Source: an optimization exercise on an open RTL-to-GDS flow (aim: small area). Production flows keep margins and buffers that such runs may drop. Function was checked by simulation only, so behaviour that the tests miss may differ from the original. No activity file was given, so power comes from the tool's default toggle rates.

v6:
==> flow/design.v (excerpt) <==
module uart_top(
    input  logic i_clk,
    input  logic i_rst_n,  
    input  logic        i_rx_en,
    input  logic        i_tx_en,
    input  logic [ 1:0] i_width_sel,
    input  logic [ 2:0] i_parity_sel,
    input  logic        i_stop_sel,
    input  logic [23:0] i_baud_rate_value,
    output logic o_tx_fifo_full,
    output logic o_rx_data_avail,
    output logic o_e_overrun_flag,
    output logic o_e_parity_flag,
    output logic o_e_frame_flag,
    input  logic i_load_uart,
    input  logic i_store_uart,
    input  logic i_rx_serial,
    output logic o_tx_serial,
    input  logic [7:0] i_trans_data,
    output logic [7:0] o_receive_data
);
    localparam [2:0] IDLE   = 3'b000,
                     START  = 3'b001,
                     DATA   = 3'b011,
                     PARITY = 3'b111,
                     STOP_I = 3'b110,
                     STOP_II= 3'b100;
    logic [23:0] baud_count_n;
    logic [24:0] baud_ones;    
    logic        baud_tick;
    assign baud_ones[0] = 1'b1;
    for (genvar i = 0; i < 24; i++) begin: g_baud
        assign baud_ones[i + 1] = baud_ones[i] & baud_count_n[i];
    end
    assign baud_tick = &baud_count_n;    
    always_ff @(posedge i_clk) begin: proc_baud
        if (~i_rst_n | baud_tick) baud_count_n <= ~i_baud_rate_value;
        else                      baud_count_n <= baud_count_n ^ baud_ones[23:0];
    end
    logic phase;
    always_ff @(posedge i_clk, negedge i_rst_n) begin: proc_phase
        if (~i_rst_n) phase <= 1'b0;
        else          phase <= ~phase;
    end
    logic [4:0]  rx_count, tx_count;
    logic [16:0] rx_free, tx_free;       
    logic        rx_push, rx_pop, tx_push, tx_pop;
    logic        rx_empty, tx_empty, rx_up, rx_dn, tx_up, tx_dn;
    assign rx_empty        = (rx_count == '0);
    assign tx_empty        = (tx_count == '0);
    assign o_rx_data_avail = ~rx_empty;
    assign o_tx_fifo_full  = tx_count[4];
    assign rx_up = rx_push & ~rx_count[4] & ~(rx_pop & ~rx_empty);
  ...
For scale: ~360 flip-flops, ~0.014 mm² of cells after synthesis.
export LEC_CHECK = 0
export CAP_MARGIN = 20
export CORE_MARGIN = 2
export CORE_UTILIZATION = 70
export CTS_CLUSTER_DIAMETER = 100
export CTS_CLUSTER_SIZE = 30
export SLEW_MARGIN = 20
export SYNTH_HIERARCHICAL = 1
create_clock -name core_clock -period 5.0 [get_ports {i_clk}]
standard.sh (not shown) runs the stock make flow with config.mk's settings and CLKGATE_MAP_FILE= SYNTH_SCRIPT=/design/flow/synth_recipe.tcl, a recipe that flattens the netlist after the stock synthesis.
==> flow/flow/run.sh <==
#!/bin/bash
# The standard layout, with:
#  - plain buf_1 cells as the port buffers,
#  - a clock tree of clkbuf_8 cells over clusters of up to 18 flip-flops,
#    a clkbuf_4 root and no dummy loads,
#  - power recovery (downsizing gates on paths with slack) after global
#    routing, followed by another slew/capacitance repair (flow/post_grt.tcl).
set -euo pipefail
HERE=$(cd "$(dirname "$0")" && pwd)
CTS="-sink_clustering_enable -repair_clock_nets -dont_use_dummy_load"
CTS="$CTS -sink_clustering_size 18 -sink_clustering_max_diameter 70"
CTS="$CTS -root_buf sky130_fd_sc_hd__clkbuf_4 -sink_clustering_buffer sky130_fd_sc_hd__clkbuf_8"
bash standard.sh "BUFFER_PORTS_ARGS=-buffer_cell sky130_fd_sc_hd__buf_1" "CTS_ARGS=$CTS" \
  RECOVER_POWER=100 "POST_GLOBAL_ROUTE_TCL=$HERE/post_grt.tcl" finish > orfs_make.log 2>&1
==> flow/flow/post_grt.tcl <==
# Runs at the end of ORFS's global route step (POST_GLOBAL_ROUTE_TCL), after
# power recovery has downsized gates on paths with slack: repair the
# max-slew / max-capacitance limits again, then legalise and reroute the
# nets that changed.
global_route -start_incremental
repair_design_helper
detailed_placement
global_route -end_incremental -congestion_report_file $::env(REPORTS_DIR)/congestion_post_grt_hook.rpt
estimate_parasitics -global_routing
repair_timing_helper
global_route -start_incremental
detailed_placement
global_route -end_incremental -congestion_report_file $::env(REPORTS_DIR)/congestion_post_grt_hook2.rpt
estimate_parasitics -global_routing
write_guides $::env(RESULTS_DIR)/route.guide
Input changes introduced in v7 (baseline for comparison: v6):
- PLACE_DENSITY now 0.9, previously not set
- CTS_CLUSTER_SIZE no longer set, was 30
- CTS_CLUSTER_DIAMETER no longer set, was 100
- CORE_UTILIZATION now 80, was 70
### Flow results
- Overall power was higher in v7 than in v6.
- Comparing v6 and v7, the higher detailed route wirelength on metal2 is on v7.
- v6 leaves less setup margin than v7.
- Higher power consumed by combinational cells was reported by v7, not v6.
- Looking at power per unit of standard cell area across v6 and v7, the one that comes out higher is v7.

-- port drivers added, routing unchanged --
No port has a modelled driver above. Below, the same layouts with a new extraction and two added sets of constraints. Step 1: set_driving_cell puts a clkbuf_16 on i_clk and a buf_2 on each other input, an assumption about the parent block. Step 2 adds t to the input delays and takes it off the output delays; t is the mean of the earliest and latest rising clock arrival at the registers after step 1. Input paths then give back, and output paths get back, about the clock's delay inside the block. Three values: ideal ports, drivers, drivers and shift; two values: the first two.
run	t, ns	slack for setup (ns)	slew at the worst register clock pin (ns)	worst slew at a driven data input, ns	pins driven straight from the clock port
v6	0.722	0.276 / 0.276 / 0.276	0.12 / 0.12	0.04	1
v7	0.739	0.290 / 0.290 / 0.290	0.11 / 0.11	0.06	1
After both steps every run listed still meets setup and hold.
